Background: an optimization exercise with open tools, aiming at a short achievable clock period and few clock cycles. Do not read the settings as production practice. The RTL was checked by simulation tests, not by an equivalence proof against the original design. Power figures rest on the tool's default switching activity, not on a simulated workload.

===== config.mk =====
export PLATFORM = sky130hd
export DESIGN_NAME = MIPS_CPU
export DESIGN_NICKNAME = MIPS_CPU
export VERILOG_FILES = /design/flow/design.v
export SDC_FILE = /design/flow/constraint.sdc
export NUM_CORES = 4
export LEC_CHECK = 0
export CAP_MARGIN = 20
export CELL_PAD_IN_SITES_DETAIL_PLACEMENT = 1
export CELL_PAD_IN_SITES_GLOBAL_PLACEMENT = 2
export CORE_MARGIN = 2
export CORE_UTILIZATION = 25
export PLACE_DENSITY = 0.45
export SLEW_MARGIN = 20

===== constraint.sdc =====
create_clock -name core_clock -period 10.0 [get_ports {clk}]
set_input_delay 2.0000 -clock core_clock [delete_from_list [all_inputs] [get_ports {clk}]]
set_output_delay 2.0000 -clock core_clock [all_outputs]
set_load 0.01 [all_outputs]

===== design.v =====
module ks_add #(parameter W = 32, parameter L = 5) (x, y, ci, s, co);
  input  [W-1:0] x, y;
  input          ci;
  output [W-1:0] s;
  output         co;
  wire [W*(L+1)-1:0] g, p;
  wire [W-1:0]       hx = x ^ y;
  assign g[0] = (x[0] & y[0]) | (hx[0] & ci);
  assign p[0] = 1'b0;
  genvar i, l;
  generate
    for (i = 1; i < W; i = i + 1) begin : lv0
      assign g[i] = x[i] & y[i];
      assign p[i] = hx[i];
    end
    for (l = 1; l <= L; l = l + 1) begin : lv
      for (i = 0; i < W; i = i + 1) begin : bt
        if (i >= (1 << (l-1))) begin : op
          assign g[l*W+i] = g[(l-1)*W+i] | (p[(l-1)*W+i] & g[(l-1)*W+i-(1<<(l-1))]);
          assign p[l*W+i] = p[(l-1)*W+i] & p[(l-1)*W+i-(1<<(l-1))];
        end else begin : pass
          assign g[l*W+i] = g[(l-1)*W+i];
          assign p[l*W+i] = p[(l-1)*W+i];
        end
      end
    end
  endgenerate
  assign s  = hx ^ {g[L*W+W-2 -: W-1], ci};
  assign co = g[L*W+W-1];
endmodule
module MIPS_CPU (clk, rst, Mem_Read_EN, Mem_Write_EN, ALU_Result, Store_Value, Data_memory_out, instruction, addr);
  input         clk, rst;
  output        Mem_Read_EN, Mem_Write_EN;
  output [31:0] ALU_Result, Store_Value;
  input  [31:0] Data_memory_out;
  input  [31:0] instruction;
  output [31:0] addr;
  localparam BHB = 6;       
  integer i;
  reg [31:0] pc;
  reg [31:0] x_a;           
  reg [31:0] x_b;           
  reg [31:0] x_c;           
  reg [4:0]  x_fa, x_fb, x_fc;
  reg        x_la, x_lb, x_lc;  
  reg        x_stall;       
  reg [4:0]  x_dest;
  reg        x_wen, x_load, x_store, x_beq, x_bne, x_pred, x_st;
  reg [3:0]  x_kind;        
  reg [31:0] x_alt;         
  reg [BHB-1:0] x_bi;       
  reg [1:0]  x_ctr;         
  reg [4:0]  x_sh;
  reg        x_and, x_or, x_xor, x_nor, x_slt, x_srl, x_sft;
  reg [31:0] m_sum, m_diff, m_oth, m_sv;
  reg        m_lt;
  reg [3:0]  m_kind;
  reg [4:0]  m_dest;
  reg        m_wen, m_load, m_store;
  reg           u_en;
  reg [1:0]     u_ctr;
  reg [BHB-1:0] u_bi;
  reg [31:0] rf [1:31];
  reg [31:1] rf_v;
  reg [1:0] bht [0:(1<<BHB)-1];
  wire [31:0] m_val = ({32{m_kind[0]}} & m_sum)
                    | ({32{m_kind[1]}} & m_diff)
                    | ({32{m_kind[2]}} & m_oth)
                    | {31'b0, m_kind[3] & m_lt};
  wire [31:0] m_res = m_load ? Data_memory_out : m_val;
  assign addr         = pc;
  assign ALU_Result   = m_sum;
  assign Store_Value  = m_sv;
  assign Mem_Read_EN  = m_load;
  assign Mem_Write_EN = m_store;
  wire stall = x_stall;
  function [31:0] fwd;
    input [31:0] v;
    input [4:0]  f;
    input [31:0] s1, s2, s3;
    input        s4;
    fwd = ({32{f[0]}} & v) | ({32{f[1]}} & s1) | ({32{f[2]}} & s2) | ({32{f[3]}} & s3)
        | {31'b0, f[4] & s4};
  endfunction
  wire [31:0] a = fwd(x_a, x_fa, m_sum, m_diff, m_oth, m_lt);
  wire [31:0] b = fwd(x_b, x_fb, m_sum, m_diff, m_oth, m_lt);
  wire [31:0] c = fwd(x_c, x_fc, m_sum, m_diff, m_oth, m_lt);
  wire [31:0] sum, diff;
  wire        sum_co, diff_co;
  ks_add #(32) u_sum  (.x(a), .y(c),  .ci(1'b0), .s(sum),  .co(sum_co));
  ks_add #(32) u_diff (.x(a), .y(~c), .ci(1'b1), .s(diff), .co(diff_co));
  wire        lt_u = ~diff_co;
  wire        lt_s = (a[31] ^ c[31]) ? a[31] : lt_u;
  wire        lt   = x_slt ? lt_s : lt_u;
  wire [31:0] lg   = ({32{x_and}} & (a & c))
                   | ({32{x_or}}  & (a | c))
                   | ({32{x_xor}} & (a ^ c))
                   | ({32{x_nor}} & ~(a | c));
  wire [31:0] sft  = x_srl ? (b >> x_sh) : (b << x_sh);
  wire [31:0] oth  = x_sft ? sft : lg;
  wire eq      = (a == b);
  wire taken   = (x_beq & eq) | (x_bne & ~eq);
  wire mispred = (x_beq | x_bne) & (taken != x_pred) & ~stall;
  wire [5:0]  op    = instruction[31:26];
  wire [5:0]  fn    = instruction[5:0];
  wire [4:0]  rs    = instruction[25:21];
  wire [4:0]  rt    = instruction[20:16];
  wire [4:0]  rd    = instruction[15:11];
  wire [31:0] simm  = {{16{instruction[15]}}, instruction[15:0]};
  wire d_r     = (op == 6'b000000);
  wire d_ialu  = (op[5:3] == 3'b001);
  wire d_lw    = (op == 6'b100011);
  wire d_sw    = (op == 6'b101011);
  wire d_beq   = (op == 6'b000100);
  wire d_bne   = (op == 6'b000101);
  wire d_j     = (op == 6'b000010);
  wire d_br    = d_beq | d_bne;
  wire [4:0] d_dest = d_r ? rd : rt;
  wire       d_wen  = (d_r | d_ialu | d_lw) & (d_dest != 5'd0);
  wire       d_imm  = ~d_r;
  wire       d_ua   = ~d_j;
  wire       d_ub   = d_r | d_br | d_sw;
  wire d_add  = (d_r & (fn[5:1] == 5'b10000)) | (d_ialu & (op[2:1] == 2'b00)) | d_lw | d_sw;
  wire d_sub  = d_r & (fn[5:1] == 5'b10001);
  wire d_and  = (d_r & (fn == 6'b100100)) | (d_ialu & (op[2:0] == 3'b100));
  wire d_or   = (d_r & (fn == 6'b100101)) | (d_ialu & (op[2:0] == 3'b101));
  wire d_xor  = (d_r & (fn == 6'b100110)) | (d_ialu & (op[2:0] == 3'b110));
  wire d_nor  = (d_r & (fn == 6'b100111));
  wire d_slt  = (d_r & (fn == 6'b101010)) | (d_ialu & (op[2:0] == 3'b010));
  wire d_sltu = (d_r & (fn == 6'b101011)) | (d_ialu & (op[2:0] == 3'b011));
  wire d_sll  = d_r & (fn == 6'b000000);
  wire d_srl  = d_r & (fn == 6'b000010);
  wire [3:0] d_kind = {d_slt | d_sltu, d_sll | d_srl | d_and | d_or | d_xor | d_nor, d_sub, d_add};
  wire hit_a = x_wen && (x_dest == rs);
  wire hit_b = x_wen && (x_dest == rt);
  wire [3:0] kx = x_load ? 4'b0 : x_kind;
  wire [31:0] rf_a = (rs == 5'd0) ? 32'd0 : (rf[rs] & {32{rf_v[rs]}});
  wire [31:0] rf_b = (rt == 5'd0) ? 32'd0 : (rf[rt] & {32{rf_v[rt]}});
  wire [31:0] rv_a = (m_wen && m_dest == rs) ? m_res : rf_a;
  wire [31:0] rv_b = (m_wen && m_dest == rt) ? m_res : rf_b;
  wire [BHB-1:0] f_bi = pc[BHB+1:2];
  wire [1:0]  f_ctr   = bht[f_bi];
  wire        d_st    = instruction[15];
  wire        d_pred  = d_br & (d_st ^ f_ctr[1]);
  wire [31:0] pc4     = pc + 32'd4;
  wire [13:0] hi_inc  = pc4[31:18] + 14'd1;
  wire [13:0] hi_dec  = pc4[31:18] - 14'd1;
  wire [15:0] lo_sum;
  wire        lo_co;
  ks_add #(16, 4) u_tgt (.x(pc4[17:2]), .y(instruction[15:0]), .ci(1'b0), .s(lo_sum), .co(lo_co));
  wire [13:0] hi_t    = (d_st ^ lo_co) ? (lo_co ? hi_inc : hi_dec) : pc4[31:18];
  wire [31:0] target  = {hi_t, lo_sum, 2'b00};
  wire [31:0] jtarg   = {pc4[31:28], instruction[25:0], 2'b00};
  wire [31:0] pred_pc = d_j ? jtarg : (d_pred ? target : pc4);
  always @(posedge clk or posedge rst) begin
    if (rst) begin
      pc <= 32'd0;
    end else if (!stall) begin
      pc <= mispred ? x_alt : pred_pc;
    end
  end
  always @(posedge clk) begin
    if (stall) begin
      if (x_la) x_a <= m_res;
      if (x_lb) x_b <= m_res;
      if (x_lc) x_c <= m_res;
    end else begin
      x_a    <= rv_a;
      x_b    <= rv_b;
      x_c    <= d_imm ? simm : rv_b;
      x_dest <= d_dest;
      x_sh   <= instruction[10:6];
      x_alt  <= d_pred ? pc4 : target;
      x_bi   <= f_bi;
      x_ctr  <= f_ctr;
      x_st   <= d_st;
      x_kind <= d_kind;
      x_and <= d_and; x_or <= d_or; x_xor <= d_xor; x_nor <= d_nor;
      x_slt <= d_slt; x_srl <= d_srl; x_sft <= d_sll | d_srl;
    end
  end
  always @(posedge clk or posedge rst) begin
    if (rst) begin
      x_fa <= 5'd1; x_fb <= 5'd1; x_fc <= 5'd1;
      x_la <= 1'b0; x_lb <= 1'b0; x_lc <= 1'b0; x_stall <= 1'b0;
      x_wen <= 1'b0; x_load <= 1'b0; x_store <= 1'b0;
      x_beq <= 1'b0; x_bne <= 1'b0; x_pred <= 1'b0;
    end else if (stall) begin
      x_fa <= 5'd1; x_fb <= 5'd1; x_fc <= 5'd1;
      x_la <= 1'b0; x_lb <= 1'b0; x_lc <= 1'b0; x_stall <= 1'b0;
    end else begin
      x_fa <= (hit_a & ~x_load) ? {kx, 1'b0} : 5'd1;
      x_fb <= (hit_b & ~x_load) ? {kx, 1'b0} : 5'd1;
      x_fc <= (hit_b & ~x_load & ~d_imm) ? {kx, 1'b0} : 5'd1;
      x_la <= hit_a & x_load;
      x_lb <= hit_b & x_load;
      x_lc <= hit_b & x_load & ~d_imm;
      if (mispred) begin
        x_wen <= 1'b0; x_load <= 1'b0; x_store <= 1'b0;
        x_beq <= 1'b0; x_bne <= 1'b0; x_pred <= 1'b0;
        x_stall <= 1'b0;
      end else begin
        x_wen <= d_wen; x_load <= d_lw; x_store <= d_sw;
        x_beq <= d_beq; x_bne <= d_bne; x_pred <= d_pred;
        x_stall <= x_load & ((hit_a & d_ua) | (hit_b & d_ub));
      end
    end
  end
  always @(posedge clk) begin
    m_sum  <= sum;
    m_diff <= diff;
    m_oth  <= oth;
    m_lt   <= lt;
    m_sv   <= b;
    m_kind <= x_kind;
    m_dest <= x_dest;
  end
  always @(posedge clk or posedge rst) begin
    if (rst) begin
      m_wen <= 1'b0; m_load <= 1'b0; m_store <= 1'b0;
    end else begin
      m_wen   <= x_wen & ~stall;
      m_load  <= x_load & ~stall;
      m_store <= x_store & ~stall;
    end
  end
  always @(posedge clk or posedge rst) begin
    if (rst) begin
      u_en <= 1'b0;
    end else begin
      u_en <= (x_beq | x_bne) & ~stall;
    end
  end
  always @(posedge clk) begin
    u_bi  <= x_bi;
    if (taken ^ x_st)
      u_ctr <= (x_ctr == 2'b11) ? 2'b11 : x_ctr + 2'b01;
    else
      u_ctr <= (x_ctr == 2'b00) ? 2'b00 : x_ctr - 2'b01;
  end
  always @(posedge clk or posedge rst) begin
    if (rst) begin
      for (i = 0; i < (1<<BHB); i = i + 1) bht[i] <= 2'b01;
    end else if (u_en) begin
      bht[u_bi] <= u_ctr;
    end
  end
  always @(posedge clk or posedge rst) begin
    if (rst) begin
      rf_v <= 31'd0;
    end else if (m_wen) begin
      rf_v[m_dest] <= 1'b1;
    end
  end
  always @(posedge clk) begin
    if (m_wen) rf[m_dest] <= m_res;
  end
endmodule

===== standard.sh =====
#!/bin/bash
# synth_recipe.tcl (not shown) runs the flow's synth.tcl, then flattens the netlist and writes it again
# the make line also repeats each setting of config.mk as NAME=value (left out here)
make -C /OpenROAD-flow-scripts/flow DESIGN_CONFIG=/design/flow/config.mk WORK_HOME=/design/flow/orfs CLKGATE_MAP_FILE= SYNTH_SCRIPT=/design/flow/synth_recipe.tcl "${@:-finish}"

===== flow/run.sh =====
#!/bin/bash
set -euo pipefail
bash standard.sh SETUP_SLACK_MARGIN=6.6 finish > std_flow.log 2>&1

==> results of run 1 <==
path summary, 6_finish.rpt:
kind                              endpoint  slack [ps]  cells past startpoint
worst max-delay path             x_alt[31]        4770                     20
worst min-delay path               u_bi[5]         340                      0
worst max register to register   x_alt[31]        4820                     23
worst min register to register     u_bi[5]         340                      0
max in group asynchronous           pc[15]        6930                      4
min in group asynchronous       bht[45][1]        1730                      3
critical path, cell delays in order:
cell and delay (ps):
buf_12 110, ha_4 160, fa_2 350, a21oi_2 170
nand4b_1 170, a21oi_2 90, a211o_1 300, and4_4 190
nor2_4 230, ha_4 260, a21o_1 190, a21oi_2 150
inv_2 70, o2111ai_4 240, a31oi_4 130, a211o_1 290
a21oi_2 160, mux2i_2 300, nor2_1 80, xnor2_1 130
cell type report:
class,instances,area share (%)
flip-flops and latches,1515,41.1
multi-input cells,3724,37.8
repair buffers,878,9.25
clock buffers,262,5.14
well taps,4180,4.97
clock inverters,96,0.981
inverters,203,0.788
diodes,7,0.0166
sequential cells by signal, indices dropped and copies added (netlist names), 6 cells and up:
| signal | flops |
|---|---|
| m_sv | 32 |
| rf | 992 |
| u_bi | 6 |
| x_bi | 6 |
| x_b | 32 |
| x_alt | 32 |
| bht | 128 |
| rf_v | 31 |
| m_sum | 31 |
| x_c | 32 |
| m_diff | 32 |
| m_oth | 32 |
| x_a | 32 |
| pc | 32 |
logic make-up after synthesis:
family                   count (synthesis)
AO/OA/AOI/OAI                         1286
XOR/XNOR                               175
adder cells (fa/ha/maj)                150
buffers and inverters                  638
flip-flops                            1515
multiplexers                          1008
AND/OR/NAND/NOR                       1103
stage by stage:
stage                     area, um2  setup WS, ps  power, uW  utilization, %
after floorplan               81200          4200      10400               -
after global placement        87800          2600      12200            27.6
after detailed placement      87900          2600      12200            27.6
after CTS                    102000          4920      21100            32.1
after global routing         105000          4690      22200            33.0
final                        105000          4770      21400            33.0
cells in the final DEF (no fill, tap or decap), types with 45 or more instances in the layout:
cell	instances
clkbuf_16	207
nand2_1	339
o21ai_1	65
buf_12	80
nand2_2	79
dfxtp_1	93
mux2_2	174
xor2_1	69
a21oi_2	57
o21ai_0	81
nor2_1	265
edfxtp_1	1150
buf_6	171
buf_2	45
a22oi_2	62
xnor2_1	70
mux4_2	580
dfstp_2	66
dfrtp_1	122
o21ai_2	47
a22oi_1	152
a211oi_1	46
ha_1	89
mux2i_1	182
clkbuf_1	48
a21oi_1	281
buf_4	442
inv_1	170
nor2_4	54
buf_16	45
metal layers:
metal | wire (um) | GRT usage, % | up-vias
met5 | 13 | 0 | -
met2 | 190000 | 39.8 | 1324
met4 | 11100 | 6.08 | 2
li1 | - | - | 24500
met3 | 13100 | 2.27 | 423
met1 | 166000 | 30.4 | 31400
power groups by stage:
stage	Sequential, uW	Clock [uW]	Combinational, uW
floorplan	7570	0	2780
global placement	7770	0	4440
detailed placement	7770	0	4440
CTS	7640	7420	6030
global route	7690	7630	6870
finish	7660	7230	6470
what timing repair did:
item                       in CTS  in global routing
pin swaps                     163                180
setup buffers                 360                125
hold buffers                    0                  0
gates cloned                   39                  4
resized for setup            1468                315
setup endpoints to repair     520                398
==> reports/metrics.cfg, run 1 <==
[status]
status=finished clean

[sta]
tightest_slew_ps=1160
whs_ps=341
slew_viol_final=0
rsz0062_at_grt=yes
max_clock_freq_ghz=0.191
clock_skew_ps=110
slew_headroom_pct=22.7
hold_viol=0
setup_tns_ps=0
final.min_clock_period_ps=5230
fin_crit_sh_pct=52.3
setup-violations-final=0

[critical_path]
critPathKind=input pin to flop
cp_max_fo=5
start_kind=input pin
timing.rr.start=pc[6]
crit_start=instruction[0]
worstPathRequired_ps=10560
end_kind=flop
cp.arrival_ps=5780

[layout]
fin_nets=6731
drive_above_1_share_pct=42.2
seq_area_mm2=0.0432
n_fill_cell=33100
multi_input_area_mm2=0.0398
fin_cells=10900
area_delta_synth_final_pct=31.4

[synth]
ys_seq_area_share_pct=53.7
yosys_warnings=2
yosysTopAreaCell=edfxtp_1
synth_mux_area_share_pct=22.0
synth-xor-area-share_pct=1.91
yosys.area_share.adder_pct=2.37
synth_area_per_cell_um2=13.6
yosys.area_share.simple_pct=6.20
synth_top_family_by_area=multiplexers
synth-compound-area-share_pct=10.7
synth_top_area_share_pct=43.1
synth_area_mm2=0.0801
ys_ff_latch=1515
synth_common_cells=1150 x edfxtp_1, 580 x mux4_2, 430 x nand2_1
ys.flop_type=edfxtp_1
yosys.cell_types.count=91
synth.most_common_cell=edfxtp_1
yosys-top-cells-area=edfxtp_1 43%, mux4_2 16%, dfrtp_1 4.8%
async_flop_share_pct=14.5
synthCells=5875
synth_edf_count=1150

[clock_tree]
numCtsBuffers=195
clock_latency_ps=900
clock_sinks=1515
clk_path_buf_depth=4
cts_tree=built
clk_pin_slew_worst_paths_ps=60
root_buffer=clkbuf_16
cts-htree-levels=4

[pwr]
combPwrFrac_pct=30.3
p_int_uw=14400
net-switching-power_uw=6930
power_leakage_uw=0.0377
power.density_mw_per_mm2=203
seq_power_share_pct=35.9
switching_share_pct=32.4
peakVddDrop_mv=0.136
pwr-share-clk_pct=33.8

[route]
drt-vias-per-instance=5.31
drc_errors=0
routedWlPerCell_um=35.0
first_pass_iters=6
postRouteAntennaNets=0
vias=57700
drt_iter0_markers=4622
finalWirelength_um=380000

[floorplan]
fp.dieW_um=570
die_y_um=570
coreArea_mm2=0.319
rows=207
pin_count=164
fp.dieArea_mm2=0.325
initial_utilization_pct=25.2

[min_path]
hold_class=flop to flop
min_from=x_bi[5]

[global_routing]
grt_pass1_vias=61000
antenna_found_initial=26
grt_first_pass_wirelength_um=523000
track_usage_pct=22.9
grt_overflow=0
grt_max_degree=119

[flow_run]
maxCapViolCount=0

[place]
dpl.hpwl_um=234000
gp_congestion=0.804
portBuffers=163
dp.cells=9963

Testbench counts, summed over its fixed seeds: cycles 78,562.
==> inputs of run 2 (changes only) <==
--- a/design.v
+++ b/design.v
@@ -134,21 +134,27 @@
   wire hit_a = x_wen && (x_dest == rs);
   wire hit_b = x_wen && (x_dest == rt);
   wire [3:0] kx = x_load ? 4'b0 : x_kind;
-  wire [31:0] rf_a = (rs == 5'd0) ? 32'd0 : (rf[rs] & {32{rf_v[rs]}});
-  wire [31:0] rf_b = (rt == 5'd0) ? 32'd0 : (rf[rt] & {32{rf_v[rt]}});
-  wire [31:0] rv_a = (m_wen && m_dest == rs) ? m_res : rf_a;
-  wire [31:0] rv_b = (m_wen && m_dest == rt) ? m_res : rf_b;
+  reg [31:0] rf_n [0:31];
+  always @(*) begin
+    rf_n[0] = 32'd0;
+    for (i = 1; i < 32; i = i + 1)
+      rf_n[i] = (m_wen && m_dest == i) ? m_res : (rf[i] & {32{rf_v[i]}});
+  end
+  wire [31:0] rv_a = rf_n[rs];
+  wire [31:0] rv_b = rf_n[rt];
   wire [BHB-1:0] f_bi = pc[BHB+1:2];
   wire [1:0]  f_ctr   = bht[f_bi];
   wire        d_st    = instruction[15];
   wire        d_pred  = d_br & (d_st ^ f_ctr[1]);
-  wire [31:0] pc4     = pc + 32'd4;
-  wire [13:0] hi_inc  = pc4[31:18] + 14'd1;
-  wire [13:0] hi_dec  = pc4[31:18] - 14'd1;
+  wire [13:0] pc_hi   = pc[31:18];
+  wire [13:0] hi_inc  = pc_hi + 14'd1;
+  wire [13:0] hi_dec  = pc_hi - 14'd1;
+  wire [16:0] lo_inc  = {1'b0, pc[17:2]} + 17'd1;
+  wire [31:0] pc4     = {lo_inc[16] ? hi_inc : pc_hi, lo_inc[15:0], 2'b00};
   wire [15:0] lo_sum;
   wire        lo_co;
-  ks_add #(16, 4) u_tgt (.x(pc4[17:2]), .y(instruction[15:0]), .ci(1'b0), .s(lo_sum), .co(lo_co));
-  wire [13:0] hi_t    = (d_st ^ lo_co) ? (lo_co ? hi_inc : hi_dec) : pc4[31:18];
+  ks_add #(16, 4) u_tgt (.x(pc[17:2]), .y(instruction[15:0]), .ci(1'b1), .s(lo_sum), .co(lo_co));
+  wire [13:0] hi_t    = (d_st ^ lo_co) ? (lo_co ? hi_inc : hi_dec) : pc_hi;
   wire [31:0] target  = {hi_t, lo_sum, 2'b00};
   wire [31:0] jtarg   = {pc4[31:28], instruction[25:0], 2'b00};
   wire [31:0] pred_pc = d_j ? jtarg : (d_pred ? target : pc4);
==> reports/metrics.cfg, run 2 <==
[min_path]
whs_path_depth=0  ; unchanged
hold_class=flop to flop  ; unchanged

[global_routing]
grt_first_pass_wirelength_um=1050000  ; was 523000 um
busiest_layer=met2  ; unchanged
grtUsageMet3_pct=17.4  ; was 2.27%
grt_pass1_vias=95800  ; was 61000
met2_usage_pct=66.1  ; was 39.8%
grt_overflow=0  ; unchanged
antenna_found_initial=102  ; was 26
track_usage_pct=46.2  ; was 22.9%
grt_max_degree=117  ; was 119
grtUsageMet1_pct=54.7  ; was 30.4%

[synth]
synthCells=8961  ; was 5875
ys_seq_area_share_pct=50.0  ; was 53.7%
ys_ff_latch=1511  ; was 1515
yosysTopAreaCell=edfxtp_1  ; unchanged
yosys.cell_types.count=94  ; was 91
async_flop_share_pct=14.4  ; was 14.5%
synth_top_area_share_pct=40.2  ; was 43.1%
synth_area_mm2=0.0858  ; was 0.0801 mm2
ys.flop_type=edfxtp_1  ; unchanged
synth.most_common_cell=edfxtp_1  ; unchanged
synth_edf_count=1148  ; was 1150
yosys-top-cells-area=edfxtp_1 40%, a31oi_1 4.7%, nor2_1 4.6%  ; was edfxtp_1 43%, mux4_2 16%, dfrtp_1 4.8%
synth_common_cells=1148 x edfxtp_1, 1053 x nor2_1, 718 x clkbuf_1  ; was 1150 x edfxtp_1, 580 x mux4_2, 430 x nand2_1
yosys_warnings=3  ; was 2
synth_area_per_cell_um2=9.58  ; was 13.6 um2

[layout]
largest_register=rf  ; unchanged
largest_register_ffs=992  ; unchanged
seq_area_mm2=0.0432  ; about the same
final_common_cell=edfxtp_1  ; unchanged
multi_input_area_mm2=0.0530  ; was 0.0398 mm2
final_area_mm2=0.133  ; was 0.105 mm2
largest_registers=rf (992), bht (128)  ; unchanged
layout_common_cells=1148 x edfxtp_1, 976 x buf_4, 790 x nor2_1, 456 x nand2_1, 453 x nand3_1  ; was 1150 x edfxtp_1, 580 x mux4_2, 442 x buf_4, 339 x nand2_1, 281 x a21oi_1
drive_above_1_share_pct=43.0  ; was 42.2%
area_delta_synth_final_pct=55.3  ; was 31.4%
n_fill_cell=36400  ; was 33100
fin_nets=10500  ; was 6731
utilization_pct=38.9  ; was 33.0%

[sta]
tightest_slew_ps=1430  ; was 1160 ps
setup_tns_ps=0  ; unchanged
fin_crit_sh_pct=42.4  ; was 52.3%
final.min_clock_period_ps=4240  ; was 5230 ps
slew_viol_final=0  ; unchanged
setup-violations-final=0  ; unchanged
clock_skew_ps=84.6  ; was 110 ps
slew_headroom_pct=4.37  ; was 22.7%
max_clock_freq_ghz=0.236  ; was 0.191 GHz
whs_ps=332  ; was 341 ps
hold_viol=0  ; unchanged
rsz0062_at_grt=yes  ; unchanged

[critical_path]
worstPathRequired_ps=10690  ; was 10560 ps
reg2reg_depth=17  ; was 23
start_kind=flop  ; was input pin
worst-r2r-setup-slack_ps=5760  ; was 4820 ps
cp_max_fo=7  ; was 5
cp.arrival_ps=4930  ; was 5780 ps
critPathKind=flop to flop  ; was input pin to flop
end_kind=flop  ; unchanged

[place]
place_area_mm2=0.0946  ; was 0.0879 mm2
dpl.hpwl_um=494000  ; was 234000 um
portBuffers=161  ; was 163
gp_congestion=1.02  ; was 0.804

[clock_tree]
cts_tree=built  ; unchanged
clock_latency_ps=1020  ; was 900 ps
cts-htree-levels=4  ; unchanged
clk_pin_slew_worst_paths_ps=60  ; about the same
root_buffer=clkbuf_16  ; unchanged
numCtsBuffers=203  ; was 195
clock_sinks=1511  ; was 1515
clk_path_buf_depth=4  ; unchanged
holdBufCountCts=0  ; unchanged

[flow_run]
maxCapViolCount=0  ; unchanged

[route]
routedWlPerCell_um=55.8  ; was 35.0 um
drt_iter0_markers=14900  ; was 4622
postRouteAntennaNets=0  ; unchanged
drc_errors=0  ; unchanged
first_pass_iters=8  ; was 6
finalWirelength_um=840000  ; was 380000 um
drt-vias-per-instance=6.79  ; was 5.31
vias=102000  ; was 57700

[floorplan]
fp.dieW_um=590  ; was 570 um
die_y_um=590  ; was 570 um
fp.dieArea_mm2=0.348  ; was 0.325 mm2
initial_utilization_pct=25.1  ; was 25.2%
rows=215  ; was 207
pin_count=164  ; unchanged
coreArea_mm2=0.342  ; was 0.319 mm2

[pwr]
power.density_mw_per_mm2=173  ; was 203 mW/mm2
peakVddDrop_mv=0.212  ; was 0.136 mV
power_leakage_uw=0.0458  ; was 0.0377 uW
total_power_uw=23100  ; was 21400 uW

[status]
status=finished clean  ; unchanged

## run 2: cell count changes in the layout (fill, tap and decap cells not counted), moves of 154 or more
cell / delta
o21ai_1: +165
buf_12: +250
a31oi_2: +308
nor2_1: +525
o22ai_1: +355
a31oi_4: +183
buf_6: +154
mux4_2: -573
o21ai_0: +199
nand3_1: +415
buf_4: +534
## run 2: final timing paths
| kind | startpoint | endpoint |
|---|---|---|
| min in group asynchronous | rst | bht[54][1] |
| hold reg to reg | x_bi[5] | u_bi[5] |
| setup / recovery | m_kind[1] | x_c[23] |
| setup reg to reg | m_kind[1] | x_c[23] |
| hold / removal | x_bi[5] | u_bi[5] |
| max in group asynchronous | rst | rf_v[6] |
## run 2: through the flow
| step | worst slack (ps) | cells |
|---|---|---|
| floorplan | 5210 | 8962 |
| global placement | 3020 | 13200 |
| detailed placement | 2990 | 13200 |
| CTS | 5880 | 14800 |
| global route | 5660 | 15000 |
| finish | 5760 | 15100 |
## run 2: layout make-up
cell class              instances  share of cell area (%)
multi-input cells            6395                    39.8
flip-flops and latches       1511                    32.4
repair buffers               1924                    17.6
well taps                    4557                    4.28
clock buffers                 262                    4.18
clock inverters               113                   0.898
inverters                     219                   0.689
diodes                         71                   0.133
repair inverters                2                  0.0113
## run 2: critical path, stage by stage (launching register included)
cell	delay (ps)
dfxtp_2	330
buf_12	140
buf_12	140
buf_8	130
buf_6	110
buf_6	110
a222oi_1	720
a21o_4	260
buf_12	230
nor2_4	50
a31oi_2	290
o22ai_1	150
or4_1	540
nor4_2	170
nand4_1	140
buf_6	200
o21ai_2	110
o21ai_1	100
## run 2: power by group
group          internal [uW]  total, uW  switching, uW  leakage, uW
Sequential              7170       7810            643       0.0148
Clock                   4540       7880           3340      0.00330
Combinational           2760       7400           4630       0.0277
Total                  14500      23100           8620       0.0458
## run 2: logic make-up after synthesis
group           synth area share [%]
compound gates                  23.4
simple gates                    14.2
flops                           50.0
buf+inv                         4.92
mux                             3.93
xor+xnor                        1.61
fa+ha+maj                       1.99
other cells                  0.00437
## run 2: what timing repair did
item,in CTS,in global routing
pin swaps,570,436
resized for setup,3319,999
buffers inserted,1023,200
endpoints found under the hold margin,0,0
setup endpoints to repair,1791,570
gates cloned,129,19
## run 2: metal layers
layer  wire (um)  share of wire, %
met1      311000                37
met2      341000                41
met3      101000                12
met4       86400                10
met5        1280              0.15
Testbench counts of run 2, summed over its fixed seeds: cycles 78,562.
==> inputs of run 3 (changes only) <==
--- a/design.v
+++ b/design.v
@@ -37,11 +37,14 @@
   output [31:0] addr;
   localparam BHB = 6;       
   integer i;
-  reg [31:0] pc;
+  reg [31:0] pc;            
+  reg [31:0] pcn;           
   reg [31:0] x_a;           
   reg [31:0] x_b;           
   reg [31:0] x_c;           
   reg [4:0]  x_fa, x_fb, x_fc;
+  reg [31:0] x_asn, x_csn, x_ad, x_cd, x_ae, x_be;
+  reg [4:0]  x_fas, x_fcs, x_fad, x_fcd, x_fae, x_fbe;
   reg        x_la, x_lb, x_lc;  
   reg        x_stall;       
   reg [4:0]  x_dest;
@@ -53,8 +56,10 @@
   reg [4:0]  x_sh;
   reg        x_and, x_or, x_xor, x_nor, x_slt, x_srl, x_sft;
   reg [31:0] m_sum, m_diff, m_oth, m_sv;
+  reg [31:0] m_addrn;       
   reg        m_lt;
   reg [3:0]  m_kind;
+  reg [2:0]  m_kindn;       
   reg [4:0]  m_dest;
   reg        m_wen, m_load, m_store;
   reg           u_en;
@@ -63,13 +68,13 @@
   reg [31:0] rf [1:31];
   reg [31:1] rf_v;
   reg [1:0] bht [0:(1<<BHB)-1];
-  wire [31:0] m_val = ({32{m_kind[0]}} & m_sum)
-                    | ({32{m_kind[1]}} & m_diff)
-                    | ({32{m_kind[2]}} & m_oth)
+  wire [31:0] m_val = ({{16{~m_kindn[0]}}, {16{m_kind[0]}}} & m_sum)
+                    | ({{16{~m_kindn[1]}}, {16{m_kind[1]}}} & m_diff)
+                    | ({{16{~m_kindn[2]}}, {16{m_kind[2]}}} & m_oth)
                     | {31'b0, m_kind[3] & m_lt};
   wire [31:0] m_res = m_load ? Data_memory_out : m_val;
   assign addr         = pc;
-  assign ALU_Result   = m_sum;
+  assign ALU_Result   = ~m_addrn;
   assign Store_Value  = m_sv;
   assign Mem_Read_EN  = m_load;
   assign Mem_Write_EN = m_store;
@@ -85,12 +90,18 @@
   wire [31:0] a = fwd(x_a, x_fa, m_sum, m_diff, m_oth, m_lt);
   wire [31:0] b = fwd(x_b, x_fb, m_sum, m_diff, m_oth, m_lt);
   wire [31:0] c = fwd(x_c, x_fc, m_sum, m_diff, m_oth, m_lt);
+  wire [31:0] a_s = fwd(~x_asn, x_fas, m_sum, m_diff, m_oth, m_lt);
+  wire [31:0] c_s = fwd(~x_csn, x_fcs, m_sum, m_diff, m_oth, m_lt);
+  wire [31:0] a_d = fwd(x_ad, x_fad, m_sum, m_diff, m_oth, m_lt);
+  wire [31:0] c_d = fwd(x_cd, x_fcd, m_sum, m_diff, m_oth, m_lt);
+  wire [31:0] a_e = fwd(x_ae, x_fae, m_sum, m_diff, m_oth, m_lt);
+  wire [31:0] b_e = fwd(x_be, x_fbe, m_sum, m_diff, m_oth, m_lt);
   wire [31:0] sum, diff;
   wire        sum_co, diff_co;
-  ks_add #(32) u_sum  (.x(a), .y(c),  .ci(1'b0), .s(sum),  .co(sum_co));
-  ks_add #(32) u_diff (.x(a), .y(~c), .ci(1'b1), .s(diff), .co(diff_co));
+  ks_add #(32) u_sum  (.x(a_s), .y(c_s),  .ci(1'b0), .s(sum),  .co(sum_co));
+  ks_add #(32) u_diff (.x(a_d), .y(~c_d), .ci(1'b1), .s(diff), .co(diff_co));
   wire        lt_u = ~diff_co;
-  wire        lt_s = (a[31] ^ c[31]) ? a[31] : lt_u;
+  wire        lt_s = (a_d[31] ^ c_d[31]) ? a_d[31] : lt_u;
   wire        lt   = x_slt ? lt_s : lt_u;
   wire [31:0] lg   = ({32{x_and}} & (a & c))
                    | ({32{x_or}}  & (a | c))
@@ -98,7 +109,7 @@
                    | ({32{x_nor}} & ~(a | c));
   wire [31:0] sft  = x_srl ? (b >> x_sh) : (b << x_sh);
   wire [31:0] oth  = x_sft ? sft : lg;
-  wire eq      = (a == b);
+  wire eq      = (a_e == b_e);
   wire taken   = (x_beq & eq) | (x_bne & ~eq);
   wire mispred = (x_beq | x_bne) & (taken != x_pred) & ~stall;
   wire [5:0]  op    = instruction[31:26];
@@ -131,6 +142,8 @@
   wire d_sll  = d_r & (fn == 6'b000000);
   wire d_srl  = d_r & (fn == 6'b000010);
   wire [3:0] d_kind = {d_slt | d_sltu, d_sll | d_srl | d_and | d_or | d_xor | d_nor, d_sub, d_add};
+  wire       d_ks   = d_add;
+  wire       d_kd   = d_sub | d_slt | d_sltu;
   wire hit_a = x_wen && (x_dest == rs);
   wire hit_b = x_wen && (x_dest == rt);
   wire [3:0] kx = x_load ? 4'b0 : x_kind;
@@ -142,38 +155,58 @@
   end
   wire [31:0] rv_a = rf_n[rs];
   wire [31:0] rv_b = rf_n[rt];
-  wire [BHB-1:0] f_bi = pc[BHB+1:2];
+  wire [BHB-1:0] f_bi = pci[BHB+1:2];
   wire [1:0]  f_ctr   = bht[f_bi];
   wire        d_st    = instruction[15];
   wire        d_pred  = d_br & (d_st ^ f_ctr[1]);
-  wire [13:0] pc_hi   = pc[31:18];
+  wire [31:0] pci     = ~pcn;
+  wire [13:0] pc_hi   = pci[31:18];
   wire [13:0] hi_inc  = pc_hi + 14'd1;
   wire [13:0] hi_dec  = pc_hi - 14'd1;
-  wire [16:0] lo_inc  = {1'b0, pc[17:2]} + 17'd1;
+  wire [16:0] lo_inc  = {1'b0, pci[17:2]} + 17'd1;
   wire [31:0] pc4     = {lo_inc[16] ? hi_inc : pc_hi, lo_inc[15:0], 2'b00};
   wire [15:0] lo_sum;
   wire        lo_co;
-  ks_add #(16, 4) u_tgt (.x(pc[17:2]), .y(instruction[15:0]), .ci(1'b1), .s(lo_sum), .co(lo_co));
+  ks_add #(16, 4) u_tgt (.x(pci[17:2]), .y(instruction[15:0]), .ci(1'b1), .s(lo_sum), .co(lo_co));
   wire [13:0] hi_t    = (d_st ^ lo_co) ? (lo_co ? hi_inc : hi_dec) : pc_hi;
   wire [31:0] target  = {hi_t, lo_sum, 2'b00};
   wire [31:0] jtarg   = {pc4[31:28], instruction[25:0], 2'b00};
   wire [31:0] pred_pc = d_j ? jtarg : (d_pred ? target : pc4);
-  always @(posedge clk or posedge rst) begin
-    if (rst) begin
-      pc <= 32'd0;
-    end else if (!stall) begin
-      pc <= mispred ? x_alt : pred_pc;
+  wire        x_br   = x_beq | x_bne;
+  wire        q      = ~(x_beq ^ x_pred);
+  wire [31:0] pc_eq1 = stall ? pci : ((x_br & ~q) ? x_alt : pred_pc);
+  wire [31:0] pc_eq0 = stall ? pci : ((x_br &  q) ? x_alt : pred_pc);
+  wire [31:0] pc_nxt = eq ? pc_eq1 : pc_eq0;
+  always @(posedge clk or posedge rst) begin
+    if (rst) begin
+      pc  <= 32'd0;
+      pcn <= 32'hffffffff;
+    end else begin
+      pc  <= pc_nxt;
+      pcn <= ~pc_nxt;
     end
   end
   always @(posedge clk) begin
     if (stall) begin
-      if (x_la) x_a <= m_res;
-      if (x_lb) x_b <= m_res;
-      if (x_lc) x_c <= m_res;
+      x_a   <= x_la ? m_res : a;
+      x_b   <= x_lb ? m_res : b;
+      x_c   <= x_lc ? m_res : c;
+      x_asn <= x_la ? ~m_res : ~a_s;
+      x_csn <= x_lc ? ~m_res : ~c_s;
+      x_ad  <= x_la ? m_res : a_d;
+      x_cd  <= x_lc ? m_res : c_d;
+      x_ae  <= x_la ? m_res : a_e;
+      x_be  <= x_lb ? m_res : b_e;
     end else begin
       x_a    <= rv_a;
       x_b    <= rv_b;
       x_c    <= d_imm ? simm : rv_b;
+      x_asn  <= ~rv_a;
+      x_csn  <= ~(d_imm ? simm : rv_b);
+      x_ad   <= d_kd ? rv_a : 32'd0;
+      x_cd   <= d_kd ? (d_imm ? simm : rv_b) : 32'd0;
+      x_ae   <= d_br ? rv_a : 32'd0;
+      x_be   <= d_br ? rv_b : 32'd0;
       x_dest <= d_dest;
       x_sh   <= instruction[10:6];
       x_alt  <= d_pred ? pc4 : target;
@@ -188,16 +221,24 @@
   always @(posedge clk or posedge rst) begin
     if (rst) begin
       x_fa <= 5'd1; x_fb <= 5'd1; x_fc <= 5'd1;
+      x_fas <= 5'd1; x_fcs <= 5'd1; x_fad <= 5'd1; x_fcd <= 5'd1; x_fae <= 5'd1; x_fbe <= 5'd1;
       x_la <= 1'b0; x_lb <= 1'b0; x_lc <= 1'b0; x_stall <= 1'b0;
       x_wen <= 1'b0; x_load <= 1'b0; x_store <= 1'b0;
       x_beq <= 1'b0; x_bne <= 1'b0; x_pred <= 1'b0;
     end else if (stall) begin
       x_fa <= 5'd1; x_fb <= 5'd1; x_fc <= 5'd1;
+      x_fas <= 5'd1; x_fcs <= 5'd1; x_fad <= 5'd1; x_fcd <= 5'd1; x_fae <= 5'd1; x_fbe <= 5'd1;
       x_la <= 1'b0; x_lb <= 1'b0; x_lc <= 1'b0; x_stall <= 1'b0;
     end else begin
       x_fa <= (hit_a & ~x_load) ? {kx, 1'b0} : 5'd1;
       x_fb <= (hit_b & ~x_load) ? {kx, 1'b0} : 5'd1;
       x_fc <= (hit_b & ~x_load & ~d_imm) ? {kx, 1'b0} : 5'd1;
+      x_fas <= (d_ks & hit_a & ~x_load) ? {kx, 1'b0} : 5'd1;
+      x_fcs <= (d_ks & hit_b & ~x_load & ~d_imm) ? {kx, 1'b0} : 5'd1;
+      x_fad <= (d_kd & hit_a & ~x_load) ? {kx, 1'b0} : 5'd1;
+      x_fcd <= (d_kd & hit_b & ~x_load & ~d_imm) ? {kx, 1'b0} : 5'd1;
+      x_fae <= (d_br & hit_a & ~x_load) ? {kx, 1'b0} : 5'd1;
+      x_fbe <= (d_br & hit_b & ~x_load) ? {kx, 1'b0} : 5'd1;
       x_la <= hit_a & x_load;
       x_lb <= hit_b & x_load;
       x_lc <= hit_b & x_load & ~d_imm;
@@ -214,11 +255,13 @@
   end
   always @(posedge clk) begin
     m_sum  <= sum;
+    m_addrn <= ~sum;
     m_diff <= diff;
     m_oth  <= oth;
     m_lt   <= lt;
     m_sv   <= b;
     m_kind <= x_kind;
+    m_kindn <= ~x_kind[2:0];
     m_dest <= x_dest;
   end
   always @(posedge clk or posedge rst) begin
--- a/config.mk
+++ b/config.mk
@@ -12,3 +12,4 @@
 export CORE_UTILIZATION = 25
 export PLACE_DENSITY = 0.45
 export SLEW_MARGIN = 20
+export TNS_END_PERCENT = 10
==> reports/metrics.cfg, run 3 <==
[floorplan]
pin_count=164  ; unchanged
initial_utilization_pct=25.1  ; about the same
rows=233  ; was 215
coreArea_mm2=0.403  ; was 0.342 mm2
fp.dieArea_mm2=0.410  ; was 0.348 mm2
die_y_um=640  ; was 590 um
fp.dieW_um=640  ; was 590 um

[route]
routedWlPerCell_um=54.9  ; was 55.8 um
finalWirelength_um=964000  ; was 840000 um
postRouteAntennaNets=0  ; unchanged
first_pass_iters=10  ; was 8
drt-vias-per-instance=6.71  ; was 6.79
drt_iter0_markers=18800  ; was 14900
drc_errors=0  ; unchanged
vias=118000  ; was 102000

[sta]
hold_viol=0  ; unchanged
fin_crit_sh_pct=43.1  ; was 42.4%
setup-violations-final=0  ; unchanged
slew_headroom_pct=8.48  ; was 4.37%
clock_skew_ps=51.3  ; was 84.6 ps
rsz0062_at_grt=yes  ; unchanged
final.min_clock_period_ps=4310  ; was 4240 ps
whs_ps=342  ; was 332 ps
slew_viol_final=0  ; unchanged
tightest_slew_ps=1370  ; was 1430 ps
max_clock_freq_ghz=0.232  ; was 0.236 GHz
setup_tns_ps=0  ; unchanged

[layout]
final_area_mm2=0.145  ; was 0.133 mm2
layout_common_cells=1052 x edfxtp_1, 924 x buf_4, 833 x o21ai_0, 772 x nand2_1, 723 x nand3_1  ; was 1148 x edfxtp_1, 976 x buf_4, 790 x nor2_1, 456 x nand2_1, 453 x nand3_1
largest_registers=rf (992), bht (128)  ; unchanged
final_common_cell=edfxtp_1  ; unchanged
drive_above_1_share_pct=31.7  ; was 43.0%
largest_register_ffs=992  ; unchanged
fin_cells=17500  ; was 15100
utilization_pct=35.9  ; was 38.9%
area_delta_synth_final_pct=43.1  ; was 55.3%
fin_nets=12100  ; was 10500
largest_register=rf  ; unchanged

[place]
place_area_mm2=0.111  ; was 0.0946 mm2
dp.cells=15800  ; was 13200
portBuffers=163  ; was 161
dpl.hpwl_um=576000  ; was 494000 um
gp_congestion=0.990  ; was 1.02

[synth]
ys.flop_type=edfxtp_1  ; unchanged
yosys_warnings=3  ; unchanged
synth_top_area_share_pct=31.2  ; was 40.2%
synth_area_per_cell_um2=9.35  ; was 9.58 um2
yosysTopAreaCell=edfxtp_1  ; unchanged
synth.most_common_cell=o21ai_0  ; was edfxtp_1
yosys.cell_types.count=105  ; was 94
ys_seq_area_share_pct=47.6  ; was 50.0%
synthCells=10800  ; was 8961
synth_area_mm2=0.101  ; was 0.0858 mm2
synth_common_cells=1139 x o21ai_0, 1052 x edfxtp_1, 949 x clkbuf_1  ; was 1148 x edfxtp_1, 1053 x nor2_1, 718 x clkbuf_1
ys_ff_latch=1803  ; was 1511
synth_edf_count=1052  ; was 1148
yosys-top-cells-area=edfxtp_1 31%, dfxtp_1 9.3%, o21ai_0 5.6%  ; was edfxtp_1 40%, a31oi_1 4.7%, nor2_1 4.6%
async_flop_share_pct=15.6  ; was 14.4%

[pwr]
power_leakage_uw=0.0512  ; was 0.0458 uW
peakVddDrop_mv=0.139  ; was 0.212 mV
power.density_mw_per_mm2=176  ; was 173 mW/mm2
combPwrFrac_pct=27.4  ; was 32.0%
p_int_uw=16200  ; was 14500 uW
net-switching-power_uw=9280  ; was 8620 uW
seq_power_share_pct=36.0  ; was 33.8%
switching_share_pct=36.4  ; was 37.3%
pwr-share-clk_pct=36.6  ; was 34.1%

[critical_path]
end_kind=flop  ; unchanged
cp_common_cell=a31oi_4
max_stage_delay_ps=520  ; was 720 ps
cp_cell_sequence=buf_16 > a22o_1 > a221oi_4 > ha_1 > nor2b_4 > o2111ai_4 > nand3_2 > nand4_1 > buf_6 > a31oi_4 > buf_6 > a221o_1 > a211o_1 > a31oi_4 > nor2_4 > a31oi_4  ; was buf_12 > buf_12 > buf_8 > buf_6 > buf_6 > a222oi_1 > a21o_4 > buf_12 > nor2_4 > a31oi_2 > o22ai_1 > or4_1 > nor4_2 > nand4_1 > buf_6 > o21ai_2 > o21ai_1
timing.rr.start=x_fcd[0]  ; was m_kind[1]
cp_max_fo=7  ; unchanged
critPathKind=flop to flop  ; unchanged
worstPathRequired_ps=10890  ; was 10690 ps
cp.arrival_ps=5200  ; was 4930 ps
start_kind=flop  ; unchanged
crit_start=x_fcd[0]  ; was m_kind[1]
cp_slowest_cell=dfstp_4  ; was a222oi_1

[global_routing]
grt_max_degree=129  ; was 117
grt_first_pass_wirelength_um=1200000  ; was 1050000 um
grt_pass1_vias=110000  ; was 95800
grt_overflow=0  ; unchanged
track_usage_pct=44.8  ; was 46.2%
antenna_found_initial=121  ; was 102

[clock_tree]
cts_tree=built  ; unchanged
cts-htree-levels=4  ; unchanged
clk_path_buf_depth=4  ; unchanged
clock_latency_ps=1040  ; was 1020 ps
clk_pin_slew_worst_paths_ps=60  ; about the same
clock_sinks=1803  ; was 1511
holdBufCountCts=0  ; unchanged
numCtsBuffers=241  ; was 203
root_buffer=clkbuf_16  ; unchanged

[flow_run]
maxCapViolCount=0  ; unchanged

[min_path]
min_from=x_bi[3]  ; was x_bi[5]
hold_class=flop to flop  ; unchanged

[status]
status=finished clean  ; unchanged

-- run 3: area by class of cell --
cell class | instances | area, um2
fill | 43800 | 258000
multi-input combinational | 7663 | 57900
sequential | 1803 | 48300
timing repair buffer | 1858 | 22300
tap | 5405 | 6760
clock buffer | 330 | 6670
clock inverter | 117 | 1340
inverter | 289 | 1150
antenna | 82 | 205
-- run 3: repair_timing --
item,in CTS,in global routing
cloned,100,20
setup buffers,865,202
pin swaps,478,183
setup endpoints to repair,1894,920
gates resized for setup,2538,631
-- run 3: logic make-up (layout without fill, tap and decap cells) --
| group | Yosys count | count (layout) | synth area share [%] |
|---|---|---|---|
| AO/OA/AOI/OAI | 3893 | 3893 | 25.9 |
| flip-flops | 1803 | 1803 | 47.6 |
| other | 0 | 82 | 0 |
| AND/OR/NAND/NOR | 3077 | 3099 | 14.0 |
| XOR/XNOR | 162 | 162 | 1.40 |
| buffers and inverters | 1372 | 2594 | 5.26 |
| adder cells (fa/ha/maj) | 166 | 166 | 2.07 |
| multiplexers | 343 | 343 | 3.73 |
-- run 3: path summary, 6_finish.rpt --
path / slack, ps / endpoint / depth (start not counted)
max: 5690 / m_lt / 16
min: 340 / u_bi[3] / 0
max reg2reg: 5690 / m_lt / 16
min reg2reg: 340 / u_bi[3] / 0
max in group asynchronous: 6960 / bht[17][1] / 4
min in group asynchronous: 1410 / pc[17] / 2
-- run 3: metal layers --
layer,vias up,GRT usage [%],part of all wire [%]
met5,-,0.461,0.063
met4,54,28.8,8.4
met3,2587,17.6,13
met2,9509,61.0,39
met1,61900,58.3,40
li1,43700,-,-
-- run 3: critical path, delay by kind of cell, from the launching register on --
kind / cells / cell delay [ps]
and+or+nand+nor: 4 / 490
buffers and inverters: 3 / 470
DFF: 1 / 520
AOI/OAI and AO/OA: 8 / 2370
adders and majority gates: 1 / 310
-- run 3: stage by stage --
stage / setup WS [ps] / power [uW]
4_1_cts: 5790 / 25000
2_1_floorplan: 4350 / 11500
6_report: 5690 / 25500
5_1_grt: 5640 / 26000
3_3_place_gp: 1760 / 14400
3_5_place_dp: 3100 / 14400
-- run 3: power groups by stage --
stage | Sequential (uW) | Combinational, uW | Clock, uW
finish | 9170 | 6980 | 9340
floorplan | 8760 | 2700 | 0
global placement | 9260 | 5110 | 0
CTS | 9130 | 6440 | 9400
detailed placement | 9270 | 5120 | 0
global route | 9190 | 7130 | 9640
Testbench counts of run 3, summed over its fixed seeds: cycles 78,562.
==> inputs of run 4 (changes only) <==
--- a/design.v
+++ b/design.v
@@ -45,12 +45,12 @@
   reg [4:0]  x_fa, x_fb, x_fc;
   reg [31:0] x_asn, x_csn, x_ad, x_cd, x_ae, x_be;
   reg [4:0]  x_fas, x_fcs, x_fad, x_fcd, x_fae, x_fbe;
-  reg        x_la, x_lb, x_lc;  
-  reg        x_stall;       
   reg [4:0]  x_dest;
   reg        x_wen, x_load, x_store, x_beq, x_bne, x_pred, x_st;
   reg [3:0]  x_kind;        
-  reg [31:0] x_alt;         
+  reg [31:0] x_tgt;         
+  reg [31:0] x_pc4;         
+  reg        x_bad;         
   reg [BHB-1:0] x_bi;       
   reg [1:0]  x_ctr;         
   reg [4:0]  x_sh;
@@ -62,6 +62,7 @@
   reg [2:0]  m_kindn;       
   reg [4:0]  m_dest;
   reg        m_wen, m_load, m_store;
+  reg        m_loadn;       
   reg           u_en;
   reg [1:0]     u_ctr;
   reg [BHB-1:0] u_bi;
@@ -72,13 +73,12 @@
                     | ({{16{~m_kindn[1]}}, {16{m_kind[1]}}} & m_diff)
                     | ({{16{~m_kindn[2]}}, {16{m_kind[2]}}} & m_oth)
                     | {31'b0, m_kind[3] & m_lt};
-  wire [31:0] m_res = m_load ? Data_memory_out : m_val;
+  wire [31:0] m_res = m_loadn ? m_val : Data_memory_out;
   assign addr         = pc;
   assign ALU_Result   = ~m_addrn;
   assign Store_Value  = m_sv;
   assign Mem_Read_EN  = m_load;
   assign Mem_Write_EN = m_store;
-  wire stall = x_stall;
   function [31:0] fwd;
     input [31:0] v;
     input [4:0]  f;
@@ -111,7 +111,7 @@
   wire [31:0] oth  = x_sft ? sft : lg;
   wire eq      = (a_e == b_e);
   wire taken   = (x_beq & eq) | (x_bne & ~eq);
-  wire mispred = (x_beq | x_bne) & (taken != x_pred) & ~stall;
+  wire mispred = (x_beq | x_bne) & ((taken != x_pred) | (taken & x_pred & x_bad));
   wire [5:0]  op    = instruction[31:26];
   wire [5:0]  fn    = instruction[5:0];
   wire [4:0]  rs    = instruction[25:21];
@@ -147,6 +147,7 @@
   wire hit_a = x_wen && (x_dest == rs);
   wire hit_b = x_wen && (x_dest == rt);
   wire [3:0] kx = x_load ? 4'b0 : x_kind;
+  wire stall = x_load & ((hit_a & d_ua) | (hit_b & d_ub));
   reg [31:0] rf_n [0:31];
   always @(*) begin
     rf_n[0] = 32'd0;
@@ -171,11 +172,21 @@
   wire [13:0] hi_t    = (d_st ^ lo_co) ? (lo_co ? hi_inc : hi_dec) : pc_hi;
   wire [31:0] target  = {hi_t, lo_sum, 2'b00};
   wire [31:0] jtarg   = {pc4[31:28], instruction[25:0], 2'b00};
-  wire [31:0] pred_pc = d_j ? jtarg : (d_pred ? target : pc4);
+  wire [9:0]  l10_sum;
+  wire        l10_co;
+  ks_add #(10, 4) u_t10 (.x(pci[11:2]), .y(instruction[9:0]), .ci(1'b1), .s(l10_sum), .co(l10_co));
+  wire [31:0] ptarget = {pci[31:12], l10_sum, 2'b00};
+  wire        d_bad   = ~(((instruction[15:10] == 6'b000000) & ~l10_co) |
+                          ((instruction[15:10] == 6'b111111) &  l10_co));
+  wire [31:0] pred_pc = d_j ? jtarg : (d_pred ? ptarget : pc4);
   wire        x_br   = x_beq | x_bne;
   wire        q      = ~(x_beq ^ x_pred);
-  wire [31:0] pc_eq1 = stall ? pci : ((x_br & ~q) ? x_alt : pred_pc);
-  wire [31:0] pc_eq0 = stall ? pci : ((x_br &  q) ? x_alt : pred_pc);
+  wire        red1   = x_br & ((x_beq != x_pred) | (x_beq & x_pred & x_bad));
+  wire        red0   = x_br & ((x_bne != x_pred) | (x_bne & x_pred & x_bad));
+  wire [31:0] alt1   = x_beq ? x_tgt : x_pc4;
+  wire [31:0] alt0   = x_bne ? x_tgt : x_pc4;
+  wire [31:0] pc_eq1 = red1 ? alt1 : (stall ? pci : pred_pc);
+  wire [31:0] pc_eq0 = red0 ? alt0 : (stall ? pci : pred_pc);
   wire [31:0] pc_nxt = eq ? pc_eq1 : pc_eq0;
   always @(posedge clk or posedge rst) begin
     if (rst) begin
@@ -187,17 +198,7 @@
     end
   end
   always @(posedge clk) begin
-    if (stall) begin
-      x_a   <= x_la ? m_res : a;
-      x_b   <= x_lb ? m_res : b;
-      x_c   <= x_lc ? m_res : c;
-      x_asn <= x_la ? ~m_res : ~a_s;
-      x_csn <= x_lc ? ~m_res : ~c_s;
-      x_ad  <= x_la ? m_res : a_d;
-      x_cd  <= x_lc ? m_res : c_d;
-      x_ae  <= x_la ? m_res : a_e;
-      x_be  <= x_lb ? m_res : b_e;
-    end else begin
+    begin
       x_a    <= rv_a;
       x_b    <= rv_b;
       x_c    <= d_imm ? simm : rv_b;
@@ -209,7 +210,9 @@
       x_be   <= d_br ? rv_b : 32'd0;
       x_dest <= d_dest;
       x_sh   <= instruction[10:6];
-      x_alt  <= d_pred ? pc4 : target;
+      x_tgt  <= target;
+      x_pc4  <= pc4;
+      x_bad  <= d_bad;
       x_bi   <= f_bi;
       x_ctr  <= f_ctr;
       x_st   <= d_st;
@@ -222,13 +225,8 @@
     if (rst) begin
       x_fa <= 5'd1; x_fb <= 5'd1; x_fc <= 5'd1;
       x_fas <= 5'd1; x_fcs <= 5'd1; x_fad <= 5'd1; x_fcd <= 5'd1; x_fae <= 5'd1; x_fbe <= 5'd1;
-      x_la <= 1'b0; x_lb <= 1'b0; x_lc <= 1'b0; x_stall <= 1'b0;
       x_wen <= 1'b0; x_load <= 1'b0; x_store <= 1'b0;
       x_beq <= 1'b0; x_bne <= 1'b0; x_pred <= 1'b0;
-    end else if (stall) begin
-      x_fa <= 5'd1; x_fb <= 5'd1; x_fc <= 5'd1;
-      x_fas <= 5'd1; x_fcs <= 5'd1; x_fad <= 5'd1; x_fcd <= 5'd1; x_fae <= 5'd1; x_fbe <= 5'd1;
-      x_la <= 1'b0; x_lb <= 1'b0; x_lc <= 1'b0; x_stall <= 1'b0;
     end else begin
       x_fa <= (hit_a & ~x_load) ? {kx, 1'b0} : 5'd1;
       x_fb <= (hit_b & ~x_load) ? {kx, 1'b0} : 5'd1;
@@ -239,17 +237,12 @@
       x_fcd <= (d_kd & hit_b & ~x_load & ~d_imm) ? {kx, 1'b0} : 5'd1;
       x_fae <= (d_br & hit_a & ~x_load) ? {kx, 1'b0} : 5'd1;
       x_fbe <= (d_br & hit_b & ~x_load) ? {kx, 1'b0} : 5'd1;
-      x_la <= hit_a & x_load;
-      x_lb <= hit_b & x_load;
-      x_lc <= hit_b & x_load & ~d_imm;
-      if (mispred) begin
+      if (mispred | stall) begin
         x_wen <= 1'b0; x_load <= 1'b0; x_store <= 1'b0;
         x_beq <= 1'b0; x_bne <= 1'b0; x_pred <= 1'b0;
-        x_stall <= 1'b0;
       end else begin
         x_wen <= d_wen; x_load <= d_lw; x_store <= d_sw;
         x_beq <= d_beq; x_bne <= d_bne; x_pred <= d_pred;
-        x_stall <= x_load & ((hit_a & d_ua) | (hit_b & d_ub));
       end
     end
   end
@@ -266,18 +259,19 @@
   end
   always @(posedge clk or posedge rst) begin
     if (rst) begin
-      m_wen <= 1'b0; m_load <= 1'b0; m_store <= 1'b0;
+      m_wen <= 1'b0; m_load <= 1'b0; m_store <= 1'b0; m_loadn <= 1'b1;
     end else begin
-      m_wen   <= x_wen & ~stall;
-      m_load  <= x_load & ~stall;
-      m_store <= x_store & ~stall;
+      m_wen   <= x_wen;
+      m_load  <= x_load;
+      m_loadn <= ~x_load;
+      m_store <= x_store;
     end
   end
   always @(posedge clk or posedge rst) begin
     if (rst) begin
       u_en <= 1'b0;
     end else begin
-      u_en <= (x_beq | x_bne) & ~stall;
+      u_en <= x_beq | x_bne;
     end
   end
   always @(posedge clk) begin
--- a/config.mk
+++ b/config.mk
@@ -12,4 +12,3 @@
 export CORE_UTILIZATION = 25
 export PLACE_DENSITY = 0.45
 export SLEW_MARGIN = 20
-export TNS_END_PERCENT = 10
==> reports/metrics.cfg, run 4 <==
[pwr]
switching_share_pct=35.8  ; was 36.4%
p_int_uw=16300  ; was 16200 uW
net-switching-power_uw=9130  ; was 9280 uW
seq_power_share_pct=36.1  ; was 36.0%
total_power_uw=25500  ; about the same
peakVddDrop_mv=0.163  ; was 0.139 mV
power.density_mw_per_mm2=167  ; was 176 mW/mm2
combPwrFrac_pct=27.2  ; was 27.4%
pwr-share-clk_pct=36.7  ; was 36.6%
power_leakage_uw=0.0546  ; was 0.0512 uW

[floorplan]
initial_utilization_pct=25.1  ; about the same
die_y_um=625  ; was 640 um
fp.dieArea_mm2=0.390  ; was 0.410 mm2
rows=227  ; was 233
pin_count=164  ; unchanged
coreArea_mm2=0.383  ; was 0.403 mm2
fp.dieW_um=625  ; was 640 um

[global_routing]
grt_max_degree=117  ; was 129
grt_overflow=0  ; unchanged
grt_first_pass_wirelength_um=1130000  ; was 1200000 um
track_usage_pct=44.3  ; was 44.8%
grt_pass1_vias=105000  ; was 110000
antenna_found_initial=99  ; was 121

[sta]
clock_skew_ps=95.6  ; was 51.3 ps
setup_tns_ps=0  ; unchanged
slew_headroom_pct=9.79  ; was 8.48%
layout_setup_ws_ps=5990  ; was 5690 ps
slew_viol_final=0  ; unchanged
fin_crit_sh_pct=40.1  ; was 43.1%
final.min_clock_period_ps=4010  ; was 4310 ps
rsz0062_at_grt=yes  ; unchanged
setup-violations-final=0  ; unchanged
hold_viol=0  ; unchanged
max_clock_freq_ghz=0.249  ; was 0.232 GHz
tightest_slew_ps=1350  ; was 1370 ps

[route]
drt-vias-per-instance=6.66  ; was 6.71
finalWirelength_um=904000  ; was 964000 um
postRouteAntennaNets=0  ; unchanged
drc_errors=0  ; unchanged
first_pass_iters=8  ; was 10
vias=114000  ; was 118000
drt_iter0_markers=16200  ; was 18800
routedWlPerCell_um=52.8  ; was 54.9 um

[clock_tree]
root_buffer=clkbuf_16  ; unchanged
clock_sinks=1831  ; was 1803
cts_tree=built  ; unchanged
clock_latency_ps=1040  ; about the same
clk_path_buf_depth=4  ; unchanged
numCtsBuffers=239  ; was 241
holdBufCountCts=0  ; unchanged
clk_pin_slew_worst_paths_ps=60  ; about the same
cts-htree-levels=4  ; unchanged

[synth]
synth_mux_area_share_pct=3.43  ; was 3.73%
yosys.cell_types.count=99  ; was 105
synth_edf_count=992  ; was 1052
synth-compound-area-share_pct=23.8  ; was 25.9%
ys.flop_type=edfxtp_1  ; unchanged
synth_area_mm2=0.0963  ; was 0.101 mm2
yosysTopAreaCell=edfxtp_1  ; unchanged
yosys.area_share.adder_pct=2.22  ; was 2.07%
yosys.area_share.simple_pct=13.6  ; was 14.0%
synth_top_area_share_pct=30.9  ; was 31.2%
synth-xor-area-share_pct=1.56  ; was 1.40%
async_flop_share_pct=15.2  ; was 15.6%
yosys-top-cells-area=edfxtp_1 31%, dfxtp_1 12%, dfrtp_1 4.5%  ; was edfxtp_1 31%, dfxtp_1 9.3%, o21ai_0 5.6%
ys_ff_latch=1831  ; was 1803
synth.most_common_cell=nor2_1  ; was o21ai_0
synthCells=10100  ; was 10800
yosys_warnings=3  ; unchanged
ys_seq_area_share_pct=50.0  ; was 47.6%
synth_top_family_by_area=compound AO/OA/AOI/OAI gates  ; unchanged
synth_common_cells=1091 x nor2_1, 992 x edfxtp_1, 825 x clkbuf_1  ; was 1139 x o21ai_0, 1052 x edfxtp_1, 949 x clkbuf_1
synth_area_per_cell_um2=9.52  ; was 9.35 um2

[place]
place_ws_ps=3500  ; was 3100 ps
portBuffers=163  ; unchanged
gp_congestion=0.972  ; was 0.990
dp.cells=14800  ; was 15800
dpl.hpwl_um=501000  ; was 576000 um

[critical_path]
cp_cell_sequence=a222oi_1 > inv_1 > a221oi_2 > ha_2 > fa_2 > nor2b_2 > o31a_1 > o2111a_1 > a311oi_4 > o21ai_1 > buf_4 > a41oi_4 > a21oi_4 > a21oi_2 > nand2b_1 > a31oi_1 > buf_4  ; was buf_16 > a22o_1 > a221oi_4 > ha_1 > nor2b_4 > o2111ai_4 > nand3_2 > nand4_1 > buf_6 > a31oi_4 > buf_6 > a221o_1 > a211o_1 > a31oi_4 > nor2_4 > a31oi_4
end_kind=flop  ; unchanged
worstPathRequired_ps=10900  ; was 10890 ps
cp_common_cell=buf_4  ; was a31oi_4
max_stage_delay_ps=480  ; was 520 ps
cp.arrival_ps=4910  ; was 5200 ps
critPathKind=flop to flop  ; unchanged
cp_slowest_cell=dfstp_4  ; unchanged
start_kind=flop  ; unchanged
path_delay_family=compound AO/OA/AOI/OAI gates  ; unchanged
critPathBufInv=3  ; unchanged
cp_max_fo=2  ; was 7

[layout]
largest_register=rf  ; unchanged
fin_nets=12000  ; was 12100
final_common_cell=buf_4  ; was edfxtp_1
area_delta_synth_final_pct=58.0  ; was 43.1%
drive_above_1_share_pct=43.2  ; was 31.7%
n_fill_cell=40400  ; was 43800
largest_register_ffs=992  ; unchanged
seq_area_mm2=0.0483  ; about the same
largest_registers=rf (992), bht (128)  ; unchanged
multi_input_area_mm2=0.0585  ; was 0.0579 mm2
fin_cells=17100  ; was 17500
layout_common_cells=1115 x buf_4, 992 x edfxtp_1, 787 x nor2_1, 543 x nand2_1, 491 x nand3_1  ; was 1052 x edfxtp_1, 924 x buf_4, 833 x o21ai_0, 772 x nand2_1, 723 x nand3_1

[status]
status=finished clean  ; unchanged

[min_path]
hold_class=flop to flop  ; unchanged

[flow_run]
maxCapViolCount=0  ; unchanged

run 4: final cells by class:
class | instances | area share [%]
clock buffer | 314 | 4.33
tap | 5038 | 4.14
sequential | 1831 | 31.7
antenna | 89 | 0.146
timing repair buffer | 2371 | 19.2
inverter | 373 | 0.976
multi-input combinational | 6964 | 38.4
clock inverter | 131 | 0.986
run 4: cells by family after synthesis:
kind of cell | Yosys count
DFF | 1831
AOI/OAI and AO/OA | 3394
muxes | 303
adders and majority gates | 170
and+or+nand+nor | 2876
buffers and inverters | 1365
xor gates and xnor gates | 172
run 4: per-stage QoR:
stage / hold WS [ps] / util, % / area [um2]
floorplan: 310 / - / 100000
global placement: 312 / 27.8 / 106000
detailed placement: 313 / 27.8 / 106000
CTS: 327 / 37.0 / 142000
global route: 336 / 39.7 / 152000
finish: 326 / 39.7 / 152000
run 4: path summary, 6_finish.rpt:
| kind | slack (ps) | end | cells past startpoint | startpoint |
|---|---|---|---|---|
| max | 5990 | m_lt | 17 | x_fad[0] |
| min | 330 | u_bi[2] | 0 | x_bi[2] |
| max reg2reg | 5990 | m_lt | 17 | x_fad[0] |
| max in group asynchronous | 7010 | bht[39][1] | 4 | rst |
| min in group asynchronous | 1530 | m_load | 3 | rst |
| min reg2reg | 330 | u_bi[2] | 0 | x_bi[2] |
run 4: what timing repair did:
action / 4_1_cts / 5_1_grt
buffers inserted: 1185 / 459
gates cloned: 145 / 19
pin swaps: 612 / 575
gates resized for setup: 3360 / 1226
endpoints found under the setup margin: 1966 / 730
run 4: power groups by stage:
stage          logic (uW)  registers, uW  clock network [uW]
4_1_cts              6190           9140                9400
5_1_grt              7010           9220                9650
3_5_place_dp         4660           9280                   0
3_3_place_gp         4650           9260                   0
6_report             6930           9200                9340
2_1_floorplan        2510           8750                   0
run 4: per-layer routing:
metal	vias to the layer above	part of all wire [%]	GRT usage (%)
met5	-	0.060	0.173
met4	36	11	37.2
met3	3704	11	16.9
met2	9531	42	64.5
met1	58600	36	51.1
li1	42000	-	-
Testbench counts of run 4, summed over its fixed seeds: cycles 78,562.

[port drivers added, routing unchanged]
No port has a modelled driver above. Below, the same layouts with a new extraction and two added sets of constraints. Step 1: set_driving_cell puts a clkbuf_16 on clk and a buf_2 on each other input, an assumption about the parent block. Step 2 also shifts input and output timing later by t, the mid clock arrival at the registers, as if the neighbouring blocks saw the same clock. a / b / c = no drivers / after step 1 / after step 2; a / b = the first two.
run	t (ns)	setup slack, ns	worst setup path at the end	clock arrival spread, ns
run 1	0.941	4.774 / 4.818 / 3.879	input to register	0.112 / 0.111
run 2	1.073	5.762 / 5.762 / 4.854	input to register	0.085 / 0.085
run 3	1.133	5.690 / 5.656 / 4.523	input to register	0.058 / 0.058
run 4	1.119	5.989 / 5.989 / 4.968	input to register	0.098 / 0.098
After both steps setup and hold are still met in every run listed. For run 3, which loses most, drivers alone change the setup slack by -0.034 ns; drivers and shift together by -1.167 ns.
